Source: an optimization exercise on an open RTL-to-GDS flow (aim: small area). Production flows keep margins and buffers that such runs may drop. The RTL was checked by simulation tests, not by an equivalence proof against the original design. No activity file was given, so power comes from the tool's default toggle rates.

File: design/flow/design.v
module PWM_Generator (
	input clk,
	input rst,
	input [7:0] DUTY_CYCLE,
	input [15:0] ADC,
	input [9:0] PWM_PERIOD, DEAD_TIME,
	output reg PWM_UP, PWM_DOWN, Complete, ADC_Test
);
	reg [9:0] counter;
	reg [9:0] up_time_n;
	reg up_cin_n;
	reg lt;
	reg uz;           
	reg adc_gt;
	reg Fault;
	reg next_UP, next_DOWN;
	wire pp1 = ~(PWM_PERIOD[0] & DUTY_CYCLE[0]);
	wire pp2 = ~(PWM_PERIOD[0] & DUTY_CYCLE[1]);
	wire pp3 = ~(PWM_PERIOD[0] & DUTY_CYCLE[2]);
	wire pp4 = ~(PWM_PERIOD[0] & DUTY_CYCLE[3]);
	wire pp5 = ~(PWM_PERIOD[0] & DUTY_CYCLE[4]);
	wire pp6 = ~(PWM_PERIOD[0] & DUTY_CYCLE[5]);
	wire pp7 = ~(PWM_PERIOD[0] & DUTY_CYCLE[6]);
	wire pp8 = ~(PWM_PERIOD[0] & DUTY_CYCLE[7]);
	wire pp9 = ~(PWM_PERIOD[1] & DUTY_CYCLE[0]);
	wire pp10 = ~(PWM_PERIOD[1] & DUTY_CYCLE[1]);
	wire pp11 = ~(PWM_PERIOD[1] & DUTY_CYCLE[2]);
	wire pp12 = ~(PWM_PERIOD[1] & DUTY_CYCLE[3]);
	wire pp13 = ~(PWM_PERIOD[1] & DUTY_CYCLE[4]);
	wire pp14 = ~(PWM_PERIOD[1] & DUTY_CYCLE[5]);
	wire pp15 = ~(PWM_PERIOD[1] & DUTY_CYCLE[6]);
	wire pp16 = ~(PWM_PERIOD[1] & DUTY_CYCLE[7]);
	wire pp17 = ~(PWM_PERIOD[2] & DUTY_CYCLE[0]);
	wire pp18 = ~(PWM_PERIOD[2] & DUTY_CYCLE[1]);
	wire pp19 = ~(PWM_PERIOD[2] & DUTY_CYCLE[2]);
	wire pp20 = ~(PWM_PERIOD[2] & DUTY_CYCLE[3]);
	wire pp21 = ~(PWM_PERIOD[2] & DUTY_CYCLE[4]);
	wire pp22 = ~(PWM_PERIOD[2] & DUTY_CYCLE[5]);
	wire pp23 = ~(PWM_PERIOD[2] & DUTY_CYCLE[6]);
	wire pp24 = ~(PWM_PERIOD[2] & DUTY_CYCLE[7]);
	wire pp25 = ~(PWM_PERIOD[3] & DUTY_CYCLE[0]);
	wire pp26 = ~(PWM_PERIOD[3] & DUTY_CYCLE[1]);
	wire pp27 = ~(PWM_PERIOD[3] & DUTY_CYCLE[2]);
	wire pp28 = ~(PWM_PERIOD[3] & DUTY_CYCLE[3]);
	wire pp29 = ~(PWM_PERIOD[3] & DUTY_CYCLE[4]);
	wire pp30 = ~(PWM_PERIOD[3] & DUTY_CYCLE[5]);
	wire pp31 = ~(PWM_PERIOD[3] & DUTY_CYCLE[6]);
	wire pp32 = ~(PWM_PERIOD[3] & DUTY_CYCLE[7]);
	wire pp33 = ~(PWM_PERIOD[4] & DUTY_CYCLE[0]);
	wire pp34 = ~(PWM_PERIOD[4] & DUTY_CYCLE[1]);
	wire pp35 = ~(PWM_PERIOD[4] & DUTY_CYCLE[2]);
	wire pp36 = ~(PWM_PERIOD[4] & DUTY_CYCLE[3]);
	wire pp37 = ~(PWM_PERIOD[4] & DUTY_CYCLE[4]);
	wire pp38 = ~(PWM_PERIOD[4] & DUTY_CYCLE[5]);
	wire pp39 = ~(PWM_PERIOD[4] & DUTY_CYCLE[6]);
	wire pp40 = ~(PWM_PERIOD[4] & DUTY_CYCLE[7]);
	wire pp41 = ~(PWM_PERIOD[5] & DUTY_CYCLE[0]);
	wire pp42 = ~(PWM_PERIOD[5] & DUTY_CYCLE[1]);
	wire pp43 = ~(PWM_PERIOD[5] & DUTY_CYCLE[2]);
	wire pp44 = ~(PWM_PERIOD[5] & DUTY_CYCLE[3]);
	wire pp45 = ~(PWM_PERIOD[5] & DUTY_CYCLE[4]);
	wire pp46 = ~(PWM_PERIOD[5] & DUTY_CYCLE[5]);
	wire pp47 = ~(PWM_PERIOD[5] & DUTY_CYCLE[6]);
	wire pp48 = ~(PWM_PERIOD[5] & DUTY_CYCLE[7]);
	wire pp49 = ~(PWM_PERIOD[6] & DUTY_CYCLE[0]);
	wire pp50 = ~(PWM_PERIOD[6] & DUTY_CYCLE[1]);
	wire pp51 = ~(PWM_PERIOD[6] & DUTY_CYCLE[2]);
	wire pp52 = ~(PWM_PERIOD[6] & DUTY_CYCLE[3]);
	wire pp53 = ~(PWM_PERIOD[6] & DUTY_CYCLE[4]);
	wire pp54 = ~(PWM_PERIOD[6] & DUTY_CYCLE[5]);
	wire pp55 = ~(PWM_PERIOD[6] & DUTY_CYCLE[6]);
	wire pp56 = ~(PWM_PERIOD[6] & DUTY_CYCLE[7]);
	wire pp57 = ~(PWM_PERIOD[7] & DUTY_CYCLE[0]);
	wire pp58 = ~(PWM_PERIOD[7] & DUTY_CYCLE[1]);
	wire pp59 = ~(PWM_PERIOD[7] & DUTY_CYCLE[2]);
	wire pp60 = ~(PWM_PERIOD[7] & DUTY_CYCLE[3]);
	wire pp61 = ~(PWM_PERIOD[7] & DUTY_CYCLE[4]);
	wire pp62 = ~(PWM_PERIOD[7] & DUTY_CYCLE[5]);
	wire pp63 = ~(PWM_PERIOD[7] & DUTY_CYCLE[6]);
	wire pp64 = ~(PWM_PERIOD[7] & DUTY_CYCLE[7]);
	wire pp65 = ~(PWM_PERIOD[8] & DUTY_CYCLE[0]);
	wire pp66 = ~(PWM_PERIOD[8] & DUTY_CYCLE[1]);
	wire pp67 = ~(PWM_PERIOD[8] & DUTY_CYCLE[2]);
	wire pp68 = ~(PWM_PERIOD[8] & DUTY_CYCLE[3]);
	wire pp69 = ~(PWM_PERIOD[8] & DUTY_CYCLE[4]);
	wire pp70 = ~(PWM_PERIOD[8] & DUTY_CYCLE[5]);
	wire pp71 = ~(PWM_PERIOD[8] & DUTY_CYCLE[6]);
	wire pp72 = ~(PWM_PERIOD[8] & DUTY_CYCLE[7]);
	wire pp73 = ~(PWM_PERIOD[9] & DUTY_CYCLE[0]);
	wire pp74 = ~(PWM_PERIOD[9] & DUTY_CYCLE[1]);
	wire pp75 = ~(PWM_PERIOD[9] & DUTY_CYCLE[2]);
	wire pp76 = ~(PWM_PERIOD[9] & DUTY_CYCLE[3]);
	wire pp77 = ~(PWM_PERIOD[9] & DUTY_CYCLE[4]);
	wire pp78 = ~(PWM_PERIOD[9] & DUTY_CYCLE[5]);
	wire pp79 = ~(PWM_PERIOD[9] & DUTY_CYCLE[6]);
	wire pp80 = ~(PWM_PERIOD[9] & DUTY_CYCLE[7]);
	wire xs81;
	pwm_xnor u_xs81(.a(pp7), .b(pp14), .y(xs81));
	wire oc82 = pp7 | pp14;
	wire s83, c84;
	pwm_fa u_s83(.a(pp8), .b(pp15), .c(pp22), .s(s83), .co(c84));
	wire xs85;
	pwm_xnor u_xs85(.a(pp29), .b(pp36), .y(xs85));
	wire oc86 = pp29 | pp36;
	wire s87, c88;
	pwm_fa u_s87(.a(pp16), .b(pp23), .c(pp30), .s(s87), .co(c88));
	wire s89, c90;
	pwm_fa u_s89(.a(pp37), .b(pp44), .c(pp51), .s(s89), .co(c90));
	wire s91, c92;
	pwm_fa u_s91(.a(pp24), .b(pp31), .c(pp38), .s(s91), .co(c92));
	wire s93, c94;
	pwm_fa u_s93(.a(pp45), .b(pp52), .c(pp59), .s(s93), .co(c94));
	wire s95, c96;
	pwm_fa u_s95(.a(pp32), .b(pp39), .c(pp46), .s(s95), .co(c96));
	wire xs97;
	pwm_xnor u_xs97(.a(pp53), .b(pp60), .y(xs97));
	wire oc98 = pp53 | pp60;
	wire s99, c100;
	pwm_fa u_s99(.a(pp40), .b(pp47), .c(pp54), .s(s99), .co(c100));
	wire xs101;
	pwm_xnor u_xs101(.a(pp5), .b(pp12), .y(xs101));
	wire oc102 = pp5 | pp12;
	wire s103, c104;
	pwm_fa u_s103(.a(pp6), .b(pp13), .c(pp20), .s(s103), .co(c104));
	wire xs105;
	pwm_xnor u_xs105(.a(pp27), .b(pp34), .y(xs105));
	wire oc106 = pp27 | pp34;
	wire s107, c108;
	pwm_fa u_s107(.a(pp21), .b(pp28), .c(pp35), .s(s107), .co(c108));
	wire s109, c110;
	pwm_fa u_s109(.a(pp42), .b(pp49), .c(xs81), .s(s109), .co(c110));
	wire s111, c112;
	pwm_fa u_s111(.a(pp43), .b(pp50), .c(pp57), .s(s111), .co(c112));
	wire s113, c114;
	pwm_fa u_s113(.a(oc82), .b(xs85), .c(s83), .s(s113), .co(c114));
	wire s115, c116;
	pwm_fa u_s115(.a(pp58), .b(pp65), .c(oc86), .s(s115), .co(c116));
	wire s117, c118;
	pwm_fa u_s117(.a(c84), .b(s87), .c(s89), .s(s117), .co(c118));
	wire s119, c120;
	pwm_fa u_s119(.a(pp66), .b(pp73), .c(c88), .s(s119), .co(c120));
	wire s121, c122;
	pwm_fa u_s121(.a(c90), .b(s91), .c(s93), .s(s121), .co(c122));
	wire s123, c124;
	pwm_fa u_s123(.a(pp67), .b(pp74), .c(xs97), .s(s123), .co(c124));
	wire s125, c126;
	pwm_fa u_s125(.a(c92), .b(c94), .c(s95), .s(s125), .co(c126));
	wire s127, c128;
	pwm_fa u_s127(.a(pp61), .b(pp68), .c(pp75), .s(s127), .co(c128));
	wire s129, c130;
	pwm_fa u_s129(.a(oc98), .b(c96), .c(s99), .s(s129), .co(c130));
	wire s131, c132;
	pwm_fa u_s131(.a(pp48), .b(pp55), .c(pp62), .s(s131), .co(c132));
	wire s133, c134;
	pwm_fa u_s133(.a(pp69), .b(pp76), .c(c100), .s(s133), .co(c134));
	wire s135, c136;
	pwm_fa u_s135(.a(pp56), .b(pp63), .c(pp70), .s(s135), .co(c136));
	wire xs137;
	pwm_xnor u_xs137(.a(pp4), .b(pp11), .y(xs137));
	wire oc138 = pp4 | pp11;
	wire s139, c140;
	pwm_fa u_s139(.a(pp19), .b(pp26), .c(pp33), .s(s139), .co(c140));
	wire s141, c142;
	pwm_fa u_s141(.a(pp41), .b(oc102), .c(xs105), .s(s141), .co(c142));
	wire s143, c144;
	pwm_fa u_s143(.a(oc106), .b(c104), .c(s107), .s(s143), .co(c144));
	wire s145, c146;
	pwm_fa u_s145(.a(c108), .b(s111), .c(c110), .s(s145), .co(c146));
	wire s147, c148;
	pwm_fa u_s147(.a(c112), .b(s115), .c(c114), .s(s147), .co(c148));
	wire s149, c150;
	pwm_fa u_s149(.a(c116), .b(s119), .c(c118), .s(s149), .co(c150));
	wire s151, c152;
	pwm_fa u_s151(.a(s123), .b(c120), .c(c122), .s(s151), .co(c152));
	wire s153, c154;
	pwm_fa u_s153(.a(s127), .b(c124), .c(c126), .s(s153), .co(c154));
	wire s155, c156;
	pwm_fa u_s155(.a(c128), .b(s131), .c(s133), .s(s155), .co(c156));
	wire s157, c158;
	pwm_fa u_s157(.a(pp77), .b(c132), .c(s135), .s(s157), .co(c158));
	wire s159, c160;
	pwm_fa u_s159(.a(pp64), .b(pp71), .c(pp78), .s(s159), .co(c160));
	wire xs161;
	pwm_xnor u_xs161(.a(pp3), .b(pp10), .y(xs161));
	wire oc162 = pp3 | pp10;
	wire s163, c164;
	pwm_fa u_s163(.a(pp18), .b(pp25), .c(xs137), .s(s163), .co(c164));
	wire s165, c166;
	pwm_fa u_s165(.a(oc138), .b(xs101), .c(s139), .s(s165), .co(c166));
	wire s167, c168;
	pwm_fa u_s167(.a(c140), .b(s103), .c(s141), .s(s167), .co(c168));
	wire s169, c170;
	pwm_fa u_s169(.a(c142), .b(s109), .c(s143), .s(s169), .co(c170));
	wire s171, c172;
	pwm_fa u_s171(.a(c144), .b(s113), .c(s145), .s(s171), .co(c172));
	wire s173, c174;
	pwm_fa u_s173(.a(c146), .b(s117), .c(s147), .s(s173), .co(c174));
	wire s175, c176;
	pwm_fa u_s175(.a(s121), .b(c148), .c(s149), .s(s175), .co(c176));
	wire s177, c178;
	pwm_fa u_s177(.a(s125), .b(c150), .c(s151), .s(s177), .co(c178));
	wire s179, c180;
	pwm_fa u_s179(.a(s129), .b(c152), .c(s153), .s(s179), .co(c180));
	wire s181, c182;
	pwm_fa u_s181(.a(c130), .b(c154), .c(s155), .s(s181), .co(c182));
	wire s183, c184;
	pwm_fa u_s183(.a(c134), .b(s157), .c(c156), .s(s183), .co(c184));
	wire s185, c186;
	pwm_fa u_s185(.a(c136), .b(s159), .c(c158), .s(s185), .co(c186));
	wire s187, c188;
	pwm_fa u_s187(.a(pp72), .b(pp79), .c(c160), .s(s187), .co(c188));
	wire g189 = ~pp2 & ~pp9;
	wire m190;
	pwm_maj u_m190(.a(pp17), .b(~g189), .c(xs161), .y(m190));
	wire m191;
	pwm_maj u_m191(.a(oc162), .b(m190), .c(s163), .y(m191));
	wire m192;
	pwm_maj u_m192(.a(c164), .b(s165), .c(m191), .y(m192));
	wire m193;
	pwm_maj u_m193(.a(c166), .b(s167), .c(m192), .y(m193));
	wire m194;
	pwm_maj u_m194(.a(c168), .b(s169), .c(m193), .y(m194));
	wire m195;
	pwm_maj u_m195(.a(c170), .b(s171), .c(m194), .y(m195));
	wire xs196;
	pwm_xnor u_xs196(.a(c172), .b(s173), .y(xs196));
	wire oc197 = c172 | s173;
	wire s198, c199;
	pwm_fa u_s198(.a(c174), .b(s175), .c(oc197), .s(s198), .co(c199));
	wire s200, c201;
	pwm_fa u_s200(.a(c176), .b(s177), .c(c199), .s(s200), .co(c201));
	wire s202, c203;
	pwm_fa u_s202(.a(c178), .b(s179), .c(c201), .s(s202), .co(c203));
	wire s204, c205;
	pwm_fa u_s204(.a(c180), .b(s181), .c(c203), .s(s204), .co(c205));
	wire s206, c207;
	pwm_fa u_s206(.a(s183), .b(c182), .c(c205), .s(s206), .co(c207));
	wire s208, c209;
	pwm_fa u_s208(.a(s185), .b(c184), .c(c207), .s(s208), .co(c209));
	wire s210, c211;
	pwm_fa u_s210(.a(s187), .b(c186), .c(c209), .s(s210), .co(c211));
	wire s212, c213;
	pwm_fa u_s212(.a(pp80), .b(c188), .c(c211), .s(s212), .co(c213));
	wire hs214 = counter[1] ^ counter[0];
	wire hc215 = counter[1] & counter[0];
	wire hs216 = counter[2] ^ hc215;
	wire hc217 = counter[2] & hc215;
	wire hs218 = counter[3] ^ hc217;
	wire hc219 = counter[3] & hc217;
	wire hs220 = counter[4] ^ hc219;
	wire hc221 = counter[4] & hc219;
	wire hs222 = counter[5] ^ hc221;
	wire hc223 = counter[5] & hc221;
	wire hs224 = counter[6] ^ hc223;
	wire hc225 = counter[6] & hc223;
	wire hs226 = counter[7] ^ hc225;
	wire hc227 = counter[7] & hc225;
	wire hs228 = counter[8] ^ hc227;
	wire hc229 = counter[8] & hc227;
	wire hs230 = counter[9] ^ hc229;
	wire hc231 = counter[9] & hc229;
	wire g232 = ~counter[0] | ~PWM_PERIOD[0];
	wire m233;
	pwm_maj u_m233(.a(~PWM_PERIOD[1]), .b(g232), .c(hs214), .y(m233));
	wire m234;
	pwm_maj u_m234(.a(~PWM_PERIOD[2]), .b(hs216), .c(m233), .y(m234));
	wire m235;
	pwm_maj u_m235(.a(~PWM_PERIOD[3]), .b(hs218), .c(m234), .y(m235));
	wire m236;
	pwm_maj u_m236(.a(~PWM_PERIOD[4]), .b(hs220), .c(m235), .y(m236));
	wire m237;
	pwm_maj u_m237(.a(~PWM_PERIOD[5]), .b(hs222), .c(m236), .y(m237));
	wire m238;
	pwm_maj u_m238(.a(~PWM_PERIOD[6]), .b(hs224), .c(m237), .y(m238));
	wire m239;
	pwm_maj u_m239(.a(~PWM_PERIOD[7]), .b(hs226), .c(m238), .y(m239));
	wire m240;
	pwm_maj u_m240(.a(~PWM_PERIOD[8]), .b(hs228), .c(m239), .y(m240));
	wire m241;
	pwm_maj u_m241(.a(~PWM_PERIOD[9]), .b(hs230), .c(m240), .y(m241));
	wire g242 = hc231 | m241;
	wire hs243 = ~counter[0] ^ DEAD_TIME[1];
	wire hc244 = ~counter[0] & DEAD_TIME[1];
	wire s245, c246;
	pwm_fa u_s245(.a(DEAD_TIME[2]), .b(hc244), .c(hs214), .s(s245), .co(c246));
	wire s247, c248;
	pwm_fa u_s247(.a(DEAD_TIME[3]), .b(hs216), .c(c246), .s(s247), .co(c248));
	wire s249, c250;
	pwm_fa u_s249(.a(DEAD_TIME[4]), .b(hs218), .c(c248), .s(s249), .co(c250));
	wire s251, c252;
	pwm_fa u_s251(.a(DEAD_TIME[5]), .b(hs220), .c(c250), .s(s251), .co(c252));
	wire s253, c254;
	pwm_fa u_s253(.a(DEAD_TIME[6]), .b(hs222), .c(c252), .s(s253), .co(c254));
	wire s255, c256;
	pwm_fa u_s255(.a(DEAD_TIME[7]), .b(hs224), .c(c254), .s(s255), .co(c256));
	wire s257, c258;
	pwm_fa u_s257(.a(DEAD_TIME[8]), .b(hs226), .c(c256), .s(s257), .co(c258));
	wire s259, c260;
	pwm_fa u_s259(.a(DEAD_TIME[9]), .b(hs228), .c(c258), .s(s259), .co(c260));
	wire hs261 = hs230 ^ c260;
	wire hc262 = hs230 & c260;
	wire hs263 = hc231 ^ hc262;
	wire hc264 = hc231 & hc262;
	wire m265;
	pwm_maj u_m265(.a(up_time_n[0]), .b(up_cin_n), .c(hs243), .y(m265));
	wire m266;
	pwm_maj u_m266(.a(up_time_n[1]), .b(m265), .c(s245), .y(m266));
	wire m267;
	pwm_maj u_m267(.a(up_time_n[2]), .b(s247), .c(m266), .y(m267));
	wire m268;
	pwm_maj u_m268(.a(up_time_n[3]), .b(m267), .c(s249), .y(m268));
	wire m269;
	pwm_maj u_m269(.a(up_time_n[4]), .b(m268), .c(s251), .y(m269));
	wire m270;
	pwm_maj u_m270(.a(up_time_n[5]), .b(m269), .c(s253), .y(m270));
	wire m271;
	pwm_maj u_m271(.a(up_time_n[6]), .b(m270), .c(s255), .y(m271));
	wire m272;
	pwm_maj u_m272(.a(up_time_n[7]), .b(m271), .c(s257), .y(m272));
	wire m273;
	pwm_maj u_m273(.a(up_time_n[8]), .b(m272), .c(s259), .y(m273));
	wire m274;
	pwm_maj u_m274(.a(up_time_n[9]), .b(hs261), .c(m273), .y(m274));
	wire g275 = hs263 | m274;
	wire g276 = hc264 | g275;
	wire m277;
	pwm_maj u_m277(.a(DEAD_TIME[1]), .b(up_time_n[0]), .c(up_cin_n), .y(m277));
	wire m278;
	pwm_maj u_m278(.a(DEAD_TIME[2]), .b(up_time_n[1]), .c(m277), .y(m278));
	wire m279;
	pwm_maj u_m279(.a(DEAD_TIME[3]), .b(up_time_n[2]), .c(m278), .y(m279));
	wire m280;
	pwm_maj u_m280(.a(DEAD_TIME[4]), .b(up_time_n[3]), .c(m279), .y(m280));
	wire m281;
	pwm_maj u_m281(.a(DEAD_TIME[5]), .b(up_time_n[4]), .c(m280), .y(m281));
	wire m282;
	pwm_maj u_m282(.a(DEAD_TIME[6]), .b(up_time_n[5]), .c(m281), .y(m282));
	wire m283;
	pwm_maj u_m283(.a(DEAD_TIME[7]), .b(up_time_n[6]), .c(m282), .y(m283));
	wire m284;
	pwm_maj u_m284(.a(DEAD_TIME[8]), .b(up_time_n[7]), .c(m283), .y(m284));
	wire m285;
	pwm_maj u_m285(.a(DEAD_TIME[9]), .b(up_time_n[8]), .c(m284), .y(m285));
	wire g286 = up_time_n[9] & m285;
	wire xs287;
	pwm_xnor u_xs287(.a(counter[0]), .b(~DEAD_TIME[1]), .y(xs287));
	wire oc288 = counter[0] | ~DEAD_TIME[1];
	wire s289, c290;
	pwm_fa u_s289(.a(counter[1]), .b(~DEAD_TIME[2]), .c(oc288), .s(s289), .co(c290));
	wire s291, c292;
	pwm_fa u_s291(.a(counter[2]), .b(~DEAD_TIME[3]), .c(c290), .s(s291), .co(c292));
	wire s293, c294;
	pwm_fa u_s293(.a(counter[3]), .b(~DEAD_TIME[4]), .c(c292), .s(s293), .co(c294));
	wire s295, c296;
	pwm_fa u_s295(.a(counter[4]), .b(~DEAD_TIME[5]), .c(c294), .s(s295), .co(c296));
	wire s297, c298;
	pwm_fa u_s297(.a(counter[5]), .b(~DEAD_TIME[6]), .c(c296), .s(s297), .co(c298));
	wire s299, c300;
	pwm_fa u_s299(.a(counter[6]), .b(~DEAD_TIME[7]), .c(c298), .s(s299), .co(c300));
	wire s301, c302;
	pwm_fa u_s301(.a(counter[7]), .b(~DEAD_TIME[8]), .c(c300), .s(s301), .co(c302));
	wire s303, c304;
	pwm_fa u_s303(.a(counter[8]), .b(~DEAD_TIME[9]), .c(c302), .s(s303), .co(c304));
	wire xs305;
	pwm_xnor u_xs305(.a(counter[9]), .b(c304), .y(xs305));
	wire oc306 = counter[9] | c304;
	wire m307;
	pwm_maj u_m307(.a(up_time_n[0]), .b(up_cin_n), .c(xs287), .y(m307));
	wire m308;
	pwm_maj u_m308(.a(up_time_n[1]), .b(m307), .c(s289), .y(m308));
	wire m309;
	pwm_maj u_m309(.a(up_time_n[2]), .b(m308), .c(s291), .y(m309));
	wire m310;
	pwm_maj u_m310(.a(up_time_n[3]), .b(m309), .c(s293), .y(m310));
	wire m311;
	pwm_maj u_m311(.a(up_time_n[4]), .b(m310), .c(s295), .y(m311));
	wire m312;
	pwm_maj u_m312(.a(up_time_n[5]), .b(m311), .c(s297), .y(m312));
	wire m313;
	pwm_maj u_m313(.a(up_time_n[6]), .b(m312), .c(s299), .y(m313));
	wire m314;
	pwm_maj u_m314(.a(up_time_n[7]), .b(m313), .c(s301), .y(m314));
	wire m315;
	pwm_maj u_m315(.a(up_time_n[8]), .b(m314), .c(s303), .y(m315));
	wire m316;
	pwm_maj u_m316(.a(up_time_n[9]), .b(xs305), .c(m315), .y(m316));
	wire g317 = PWM_PERIOD[0] | ~hs243;
	wire m318;
	pwm_maj u_m318(.a(~PWM_PERIOD[1]), .b(~g317), .c(s245), .y(m318));
	wire m319;
	pwm_maj u_m319(.a(~PWM_PERIOD[2]), .b(s247), .c(m318), .y(m319));
	wire m320;
	pwm_maj u_m320(.a(~PWM_PERIOD[3]), .b(m319), .c(s249), .y(m320));
	wire m321;
	pwm_maj u_m321(.a(~PWM_PERIOD[4]), .b(m320), .c(s251), .y(m321));
	wire m322;
	pwm_maj u_m322(.a(~PWM_PERIOD[5]), .b(m321), .c(s253), .y(m322));
	wire m323;
	pwm_maj u_m323(.a(~PWM_PERIOD[6]), .b(m322), .c(s255), .y(m323));
	wire m324;
	pwm_maj u_m324(.a(~PWM_PERIOD[7]), .b(m323), .c(s257), .y(m324));
	wire m325;
	pwm_maj u_m325(.a(~PWM_PERIOD[8]), .b(m324), .c(s259), .y(m325));
	wire m326;
	pwm_maj u_m326(.a(~PWM_PERIOD[9]), .b(hs261), .c(m325), .y(m326));
	wire g327 = ~hs263 & ~m326;
	wire g328 = ~hc264 & g327;
	wire g329 = PWM_PERIOD[0] | ~DEAD_TIME[1];
	wire m330;
	pwm_maj u_m330(.a(PWM_PERIOD[1]), .b(~DEAD_TIME[2]), .c(g329), .y(m330));
	wire m331;
	pwm_maj u_m331(.a(PWM_PERIOD[2]), .b(~DEAD_TIME[3]), .c(m330), .y(m331));
	wire m332;
	pwm_maj u_m332(.a(PWM_PERIOD[3]), .b(~DEAD_TIME[4]), .c(m331), .y(m332));
	wire m333;
	pwm_maj u_m333(.a(PWM_PERIOD[4]), .b(~DEAD_TIME[5]), .c(m332), .y(m333));
	wire m334;
	pwm_maj u_m334(.a(PWM_PERIOD[5]), .b(~DEAD_TIME[6]), .c(m333), .y(m334));
	wire m335;
	pwm_maj u_m335(.a(PWM_PERIOD[6]), .b(~DEAD_TIME[7]), .c(m334), .y(m335));
	wire m336;
	pwm_maj u_m336(.a(PWM_PERIOD[7]), .b(~DEAD_TIME[8]), .c(m335), .y(m336));
	wire m337;
	pwm_maj u_m337(.a(PWM_PERIOD[8]), .b(~DEAD_TIME[9]), .c(m336), .y(m337));
	wire g338 = PWM_PERIOD[9] | m337;
	wire g339 = g328 | ~g338;
	wire [9:0] cinc = {hs230, hs228, hs226, hs224, hs222, hs220, hs218, hs216, hs214, ~counter[0]};
	wire [9:0] prod_n = {c213, s212, s210, s208, s206, s204, s202, s200, s198, xs196};
	wire wrap = (|PWM_PERIOD) & ~(~g242);
	wire ge_h = oc306;
	wire cinc_c = hc231;
	always @(posedge clk) begin
		if (rst) begin
			counter <= 10'd0;
			uz <= 1'b1;
			lt <= 1'b0;
			adc_gt <= 1'b0;
			Fault <= 1'b0;
			next_UP <= 1'b0;
			next_DOWN <= 1'b0;
			PWM_UP <= 1'b0;
			PWM_DOWN <= 1'b0;
			Complete <= 1'b0;
			ADC_Test <= 1'b0;
		end else begin
			counter <= wrap ? 10'd0 : cinc;
			if (wrap) begin
				uz <= 1'b0;
				adc_gt <= ADC > 16'd10;
			end
			lt <= ~uz & ((wrap | cinc_c) ? (~g286) : (~g276));
			next_UP <= lt & ge_h;
			next_DOWN <= ge_h & ~(~uz & (~m316)) & (g339);
			if (!Fault) begin
				Complete <= wrap;
				ADC_Test <= adc_gt;
			end
			PWM_UP <= next_UP & ~Fault;
			PWM_DOWN <= next_DOWN & ~Fault;
			Fault <= Fault | (next_UP & next_DOWN);
		end
	end
	always @(posedge clk)
		if (wrap) begin
			up_time_n <= prod_n;
			up_cin_n <= m195;
		end
endmodule
module pwm_fa(input a, input b, input c, output s, output co);
	assign s = a ^ b ^ c;
	assign co = (a & b) | (a & c) | (b & c);
endmodule
module pwm_xnor(input a, input b, output y);
	assign y = ~(a ^ b);
endmodule
module pwm_maj(input a, input b, input c, output y);
	assign y = (a & b) | (a & c) | (b & c);
endmodule
File: design/flow/flow/run.sh
#!/bin/bash
set -e
ARGS=(BUFFER_PORTS_ARGS="-buffer_cell sky130_fd_sc_hd__buf_1" RECOVER_POWER=100
      REMOVE_ABC_BUFFERS=1 SKIP_REPAIR_TIE_FANOUT=1
      CTS_ARGS="-sink_clustering_enable -repair_clock_nets -dont_use_dummy_load -buf_list {sky130_fd_sc_hd__clkbuf_2 sky130_fd_sc_hd__clkbuf_4}")
bash standard.sh synth > standard_synth.log 2>&1
DOWNSIZE_MAX_FANOUT=4 DOWNSIZE_ODB=orfs/results/sky130hd/PWM_Generator/base/1_synth.odb \
  openroad -no_init -exit flow/downsize.tcl > downsize.log 2>&1
bash standard.sh "${ARGS[@]}" finish > standard.log 2>&1
File: design/flow/flow/downsize.tcl
# Resize every combinational cell with at most DOWNSIZE_MAX_FANOUT loads of the synthesized netlist to the smallest drive strength
# of its own cell family (same function and pins). Flip-flops keep their cell type. The
# later repair steps of the standard flow size up again whatever timing needs.
set odb $::env(DOWNSIZE_ODB)
read_db $odb
set db [ord::get_db]
set block [[$db getChip] getBlock]
set n 0
foreach inst [$block getInsts] {
  set m [$inst getMaster]
  set name [$m getName]
  if {![regexp {^(sky130_fd_sc_hd__)([a-z0-9]+)_([0-9]+)$} $name -> pre fam drive]} { continue }
  if {[string match "df*" $fam] || [string match "*buf*" $fam] || $fam eq "conb"} { continue }
  # keep the synthesized size of cells driving many loads
  set fanout 0
  foreach it [$inst getITerms] {
    if {[$it isOutputSignal]} {
      set net [$it getNet]
      if {$net ne "NULL"} { set fanout [expr {$fanout + [llength [$net getITerms]] - 1}] }
    }
  }
  if {$fanout > $::env(DOWNSIZE_MAX_FANOUT)} { continue }
  set best ""
  set best_area 1e9
  foreach d {0 1 2 4} {
    set cand [$db findMaster "${pre}${fam}_$d"]
    if {$cand eq "NULL"} { continue }
    set a [expr {[$cand getWidth] * [$cand getHeight]}]
    if {$a < $best_area} { set best $cand; set best_area $a }
  }
  if {$best ne "" && [$best getName] ne $name} {
    set cur_area [expr {[$m getWidth] * [$m getHeight]}]
    if {$best_area < $cur_area} {
      $inst swapMaster $best
      incr n
    }
  }
}
puts "downsized $n instances"
write_db $odb
File: design/flow/standard.sh
#!/bin/bash
# synth_recipe.tcl (not shown) runs the flow's synth.tcl, then flattens the netlist and writes it again
# the make line also repeats each setting of config.mk as NAME=value (left out here)
make -C /OpenROAD-flow-scripts/flow DESIGN_CONFIG=/design/flow/config.mk WORK_HOME=/design/flow/orfs CLKGATE_MAP_FILE= SYNTH_SCRIPT=/design/flow/synth_recipe.tcl "${@:-finish}"
File: design/flow/config.mk
export PLATFORM = sky130hd
export DESIGN_NAME = PWM_Generator
export DESIGN_NICKNAME = PWM_Generator
export VERILOG_FILES = /design/flow/design.v
export SDC_FILE = /design/flow/constraint.sdc
export NUM_CORES = 4
export LEC_CHECK = 0
export CAP_MARGIN = 50
export CORE_MARGIN = 2
export CORE_UTILIZATION = 40
export GPL_TIMING_DRIVEN = 0
export PLACE_DENSITY = 0.75
export SLEW_MARGIN = 50
export SYNTH_HIERARCHICAL = 1
export SYNTH_MINIMUM_KEEP_SIZE = 0
File: design/flow/constraint.sdc
create_clock -name core_clock -period 7.0 [get_ports {clk}]
set_input_delay 1.4000 -clock core_clock [delete_from_list [all_inputs] [get_ports {clk}]]
set_output_delay 1.4000 -clock core_clock [all_outputs]
set_load 0.01 [all_outputs]
==> summary.txt, run 1 <==
Status
  • Status: finished clean

Yosys
  • Yosys warns: 7
  • Mapped Cells: 369
  • Syn Area/Cell: 10.53 sq um
  • Synth Cell Area: 3884 sq um

Placed design
  • DP HPWL: 6601 microns
  • RePlAce Congestion: 0.8135
  • Placed insts: 526
  • PortBufs: 48

Worst setup path
  • CP Cell Sequence: clkbuf_4 -> nand2_1 -> fa_1 -> fa_1 -> fa_1 -> fa_1 -> or2_2 -> fa_1 -> fa_2 -> fa_1 -> fa_1 -> fa_1 -> fa_1 -> fa_1 -> fa_1
  • Cell family with most CP delay: adder cells
  • CP peak stage delay: 510 ps
  • CP Max Fanout: 10
  • RR Startpoint: counter[0]$_SDFF_PP0_
  • Critical path data required time: 7080 ps
  • Crit Path Category: in2reg
  • CP arrival: 6950 ps
  • Critical Path Sink Type: register
  • Critical path startpoint category: input port
  • R2R setup slack: 1940 ps
  • Worst Reg-to-Reg Cells: 14
  • Worst path bufs/invs: 1
  • Slowest-stage cell, CP: fa_1
  • Cell mode on critical path: fa_1
  • Reg2reg end: lt$_SDFF_PP0_

Timing
  • Fin. Hold Viols: 0
  • Final setup viols: 0
  • Max frequency: 145.4 MHz
  • Clk_skew: 38.23 ps
  • Actual slew at the worst max-slew pin: 930.1 ps
  • RSZ-0062 raised after global routing: false
  • Period Utilization, post-route: 98.23%
  • Slew Limit Fails: 0
  • Slew margin rel.: 38.00%
  • Minimum clock period: 6876 ps
  • Hold WS: 423.4 ps

Detailed routing
  • Starting DRT DRC Count: 142
  • DR WL/cell: 15.46 microns
  • First-pass iteration count of the detailed router: 4
  • Vias: 2768
  • Total routed wirelength: 8211 microns
  • DR vias/cell: 5.213
  • ANT nets after route: 0
  • Post-route DRC: 0

Power and ir drop
  • Int Pwr: 404.3 uW
  • Share of total power in combinational logic: 52.2%
  • PD cells: 149.7 nW/um^2
  • Pleak: 0.001520 uW
  • Worst vdd ir: 0.00008472 V
  • Clock power share: 14.2%
  • Switching Fraction: 36.59%
  • Power share of the sequential group: 33.6%
  • Net Switching: 233.3 uW

Layout
  • Nets: 534
  • Diodes inserted: 0
  • Fin cells: 531
  • Area Overhead vs Synth: 9.633%
  • Fraction of layout cells with a size suffix above 1: 6.468%

Global routing
  • Largest net degree at the start of global routing: 22
  • Grt ovf: 0
  • GRT Util Overall: 16.97%
  • Initial antenna violation count: 0
  • First-pass GRT wire length: 14060 microns
  • Vias in the first global route: 3002

CTS
  • CTS buffer count: 5
  • Root Driver: clkbuf_4
  • CTS Buffer Depth: 2
  • TritonCTS clock tree: built
  • TritonCTS Sinks: 31
  • Clock transition at path regs: 110 ps
  • H-tree depth: 2
  • Clock latency (worst-skew pair): 340 ps

Flow run
  • Max-Cap Viols: 0

Floorplan
  • Initial core utilization: 41.64%
  • Core Footprint: 9328 sq um
  • Die width: 102.5 microns
  • I/O Pins: 50
  • Die area: 10510 sq um
  • Rows: 35
  • DIE HEIGHT: 102.5 microns

Min path
  • WHS Endpoint: next_UP$_SDFF_PP0_
  • Hold Crit Class: reg2reg
  • Worst Hold Launch: lt$_SDFF_PP0_
  • Hold path depth: 2
-- through the flow --
step / total power (uW) / TNS [ps] / instance area (sq um) / util (%) / setup slack [ps]
2_1_floorplan: 456.2 / 0 / 3787 / - / 102.0
3_3_place_gp: 526.4 / -1500 / 4129 / 44.27 / -651.9
3_5_place_dp: 546.8 / -1763 / 4169 / 44.69 / -732.0
4_1_cts: 640.7 / 0 / 4225 / 45.30 / 36.68
5_1_grt: 698.7 / 0 / 4258 / 45.65 / 2.628
6_report: 637.6 / 0 / 4258 / 45.65 / 123.9
-- area by class of cell --
cell class                 instances  area, sq um
timing repair buffer              49        232.7
clock buffer                       5        37.54
multi-input combinational        289         2990
tap                              129        161.4
sequential                        31        730.7
fill                             895         5070
inverter                          28        105.1
-- sequential cells by signal, summed over array words and instances (netlist names) --
name and count:
counter 10, up_time_n 10, ADC_Test 1, Complete 1, Fault 1, PWM_DOWN 1
PWM_UP 1, adc_gt 1, lt 1, next_DOWN 1, next_UP 1, up_cin_n 1
uz 1
-- cells in the final DEF (no fill, tap or decap), drive strengths merged --
master	count
nor3	2
nor2b	2
nor3b	9
a41oi	2
maj3	61
ha	12
mux2	1
a21oi	2
inv	28
nand4	8
dfxtp	20
xnor2	10
a31oi	1
nand2	79
fa	72
nor2	7
clkbuf	15
and2	2
o2111a	1
nor4b	1
o21ai	1
or2	1
o21bai	2
a211oi	1
mux2i	1
edfxtp	11
o2bb2ai	1
nand2b	2
a311o	1
buf	39
nor4	6
o22a	1
-- power groups by stage --
| stage | Clock, uW | Sequential, uW | Combinational, uW |
|---|---|---|---|
| after global placement | 0 | 218 | 308 |
| final | 90.6 | 214 | 333 |
| after detailed placement | 0 | 218 | 328 |
| after CTS | 94.9 | 214 | 331 |
| after floorplan | 0 | 218 | 238 |
| after global routing | 102 | 215 | 382 |
-- per-layer routing --
layer / track usage, % / part of all wire [%] / wire length (microns) / vias up
met5: 0 / 0 / 0 / -
met4: 3.692 / 1.2 / 97 / 0
met3: 2.508 / 4.4 / 362 / 12
met2: 29.16 / 51 / 4159 / 75
met1: 22.93 / 44 / 3592 / 1404
li1: - / - / - / 1277
-- worst max-delay path by stage --
| stage | depth (start not counted) | slack, ps | start | endpoint |
|---|---|---|---|---|
| after global placement | 15 | -650 | PWM_PERIOD[0] | up_time_n[8]$_DFFE_PP_ |
| after CTS | 14 | 40 | DUTY_CYCLE[2] | up_time_n[8]$_DFFE_PP_ |
| after detailed placement | 15 | -730 | PWM_PERIOD[0] | up_time_n[8]$_DFFE_PP_ |
| after floorplan | 14 | 100 | DUTY_CYCLE[7] | up_time_n[8]$_DFFE_PP_ |
| after global routing | 15 | 3 | DUTY_CYCLE[7] | up_time_n[8]$_DFFE_PP_ |
| final | 15 | 120 | DUTY_CYCLE[7] | up_time_n[8]$_DFFE_PP_ |
-- worst reg2reg max path, stage by stage (launching register included) --
cell and delay, ps:
dfxtp_1 430, inv_1 70, ha_1 210, fa_1 410, fa_1 390, fa_1 390
fa_1 390, fa_1 380, fa_1 380, fa_1 380, fa_1 470, maj3_1 380
maj3_1 350, nor4_1 240, mux2_1 170
-- what timing repair did --
action | 4_1_cts | 5_1_grt
gates resized for setup | 13 | 11
setup endpoints to repair | 2 | 2
hold buffers | 0 | 0
buffers inserted | 0 | 0
==> inputs of run 2 (changes only) <==
--- a/design/flow/config.mk
+++ b/design/flow/config.mk
@@ -9,7 +9,6 @@
 export CORE_MARGIN = 2
 export CORE_UTILIZATION = 40
 export GPL_TIMING_DRIVEN = 0
-export PLACE_DENSITY = 0.75
 export SLEW_MARGIN = 50
 export SYNTH_HIERARCHICAL = 1
 export SYNTH_MINIMUM_KEEP_SIZE = 0
==> summary.txt, run 2 <==
Detailed routing
  • First-pass iteration count of the detailed router: 4 (unchanged)
  • Vias: 2705 (-2.3%)
  • Starting DRT DRC Count: 67 (-53%)
  • Total routed wirelength: 8038 microns (-2.1%)
  • ANT nets after route: 0 (unchanged)
  • DR vias/cell: 5.094 (-2.3%)
  • DR WL/cell: 15.14 microns (-2.1%)
  • Post-route DRC: 0 (unchanged)

Timing
  • Actual slew at the worst max-slew pin: 1245 ps (+314.7 ps)
  • Period Utilization, post-route: 98.12% (-0.11 points)
  • Setup WS post-layout: 131.5 ps (+7.593 ps)
  • Clk_skew: 25.49 ps (-12.74 ps)
  • RSZ-0062 raised after global routing: false
  • Max frequency: 145.6 MHz (+0.11%)
  • Minimum clock period: 6868 ps (-7.593 ps)
  • Hold WS: 424.4 ps (+0.9460 ps)
  • Final setup viols: 0 (unchanged)
  • Slew Limit Fails: 0 (unchanged)
  • Slew margin rel.: 16.63% (-21 points)
  • Fin. Hold Viols: 0 (unchanged)

Floorplan
  • DIE HEIGHT: 102.5 microns (unchanged)
  • Die area: 10510 sq um (unchanged)
  • Initial core utilization: 41.64% (unchanged)
  • Die width: 102.5 microns (unchanged)
  • Core Footprint: 9328 sq um (unchanged)
  • I/O Pins: 50 (unchanged)
  • Rows: 35 (unchanged)

Layout
  • Area Overhead vs Synth: 8.956%
  • Most common cell after layout, fill and taps aside: nand2_1
  • # fillers: 914 (+2.1%)
  • Largest regs: counter (10), up_time_n (10)
  • Fraction of layout cells with a size suffix above 1: 5.473% (-1.0 points)
  • Diodes inserted: 0 (unchanged)
  • Final core utilization: 45.37% (-0.28 points)
  • Nets: 534 (unchanged)
  • Commonest cells after routing, fill and taps aside: nand2_1 (79), fa_1 (72), maj3_1 (61)
  • Multi-input logic area: 2973 sq um (-0.59%)
  • Storage element area: 730.7 sq um (unchanged)

Worst setup path
  • CP Cell Sequence: clkbuf_4 -> nand2_1 -> fa_1 -> fa_1 -> fa_1 -> fa_1 -> or2_2 -> fa_1 -> fa_1 -> fa_1 -> fa_1 -> fa_1 -> fa_1 -> fa_1 -> fa_1
  • Cell mode on critical path: fa_1
  • CP Max Fanout: 11 (+1)
  • CP arrival: 6960 ps (about the same)
  • CP peak stage delay: 520 ps (about the same)
  • Slowest-stage cell, CP: fa_1
  • Critical path startpoint category: input port
  • Crit Path Category: in2reg
  • Critical path data required time: 7090 ps (about the same)
  • Critical Path Sink Type: register

CTS
  • Clock transition at path regs: 110 ps (about the same)
  • TritonCTS clock tree: built
  • CTS Buffer Depth: 2 (unchanged)
  • H-tree depth: 2 (unchanged)
  • Clock latency (worst-skew pair): 340 ps (about the same)
  • CTS buffer count: 5 (unchanged)
  • TritonCTS Sinks: 31 (unchanged)
  • Root Driver: clkbuf_4

Placed design
  • RePlAce Congestion: 0.7686 (-5.5%)
  • Dpl ws: -704.4 ps (+27.59 ps)
  • DP HPWL: 6473 microns (-1.9%)
  • PortBufs: 48 (unchanged)

Yosys
  • Syn Area/Cell: 10.53 sq um (unchanged)
  • Synth Cell Area: 3884 sq um (unchanged)
  • Mapped Cells: 369 (unchanged)
  • Yosys warns: 7 (unchanged)

Global routing
  • GRT Util Overall: 16.97% (about the same)
  • Grt ovf: 0 (unchanged)
  • First-pass GRT wire length: 13920 microns (-0.98%)
  • Initial antenna violation count: 0 (unchanged)
  • Vias in the first global route: 2946 (-1.9%)
  • Largest net degree at the start of global routing: 22 (unchanged)

Flow run
  • Max-Cap Viols: 0 (unchanged)

Power and ir drop
  • Pleak: 0.001514 uW (-0.42%)
  • Worst vdd ir: 0.00005494 V (-35%)
  • PD cells: 148.9 nW/um^2 (-0.59%)

Status
  • Status: finished clean

Min path
  • Hold Crit Class: reg2reg
## run 2: final cells by class
class / instances / area share (%)
flip-flops and latches: 31 / 17.27
inverters: 28 / 2.484
multi-input cells: 289 / 70.25
well taps: 129 / 3.814
clock buffers: 5 / 0.8870
repair buffers: 49 / 5.293
## run 2: power breakdown
part           switching [uW]  leakage [uW]  internal, uW
clock network            58.9     0.0000230          33.5
registers                2.03      0.000261           212
logic                     168       0.00123           155
total                     229       0.00151           401
## run 2: worst paths after layout
path / slack (ps) / cells after the start / end / start
setup reg to reg: 1640 / 14 / counter[1]$_SDFF_PP0_ / counter[0]$_SDFF_PP0_
setup / recovery: 130 / 15 / up_time_n[8]$_DFFE_PP_ / PWM_PERIOD[2]
hold / removal: 420 / 2 / next_UP$_SDFF_PP0_ / lt$_SDFF_PP0_
hold reg to reg: 420 / 2 / next_UP$_SDFF_PP0_ / lt$_SDFF_PP0_
## run 2: metrics by stage
step / instance area [sq um] / std cells / power, uW / TNS [ps]
2_1_floorplan: 3787 / 348 / 456.2 / 0
3_3_place_gp: 4129 / 525 / 536.7 / -1563
3_5_place_dp: 4169 / 526 / 546.4 / -1652
4_1_cts: 4223 / 531 / 643.6 / 0
5_1_grt: 4232 / 531 / 699.3 / 0
6_report: 4232 / 531 / 629.9 / 0
## run 2: worst max-delay path: cells and delay by family
kind,cells,cell delay [ps]
adders and majority gates,12,4930
buffers and inverters,1,210
and+or+nand+nor,2,410
## run 2: repair_timing
action                     4_1_cts  5_1_grt
hold buffers                     0        0
pin swaps                        0        0
buffers inserted                 0        0
resized for setup               11       12
setup endpoints to repair        2        2
## run 2: layer usage
layer  vias to the layer above  global-route usage, %  part of all wire [%]
met5                         -                      0                     0
met3                        10                  2.237                   3.3
li1                       1279                      -                     -
met2                        58                  29.91                    53
met4                         0                  3.179                  0.97
met1                      1358                  22.68                    43

static timing again, ports no longer ideal:
No port has a modelled driver above. Below, the same layouts with a new extraction and two added sets of constraints.
Step 1 (the two cells are an assumption about what drives the block):
set clk [get_ports {clk}]
set_driving_cell -lib_cell sky130_fd_sc_hd__clkbuf_16 $clk
set_driving_cell -lib_cell sky130_fd_sc_hd__buf_2 [delete_from_list [all_inputs] $clk]
Step 2 also shifts input and output timing later by t, the mid clock arrival at the registers, as if the neighbouring blocks saw the same clock.
a / b / c = ideal ports / drivers / drivers and shift; a / b = the first two.
run | shift t [ns] | setup slack, ns | worst setup path after step 2 | cell pins on the clock port's net
run 1 | 0.340 | 0.124 / 0.117 / -0.223 | input to register | 1
run 2 | 0.351 | 0.132 / 0.130 / -0.221 | input to register | 1
Met with ideal ports but missed after step 2: setup timing in run 1 and run 2. The setup slack of run 2, which loses most, moves by -0.002 ns with the drivers and by -0.353 ns with both steps.
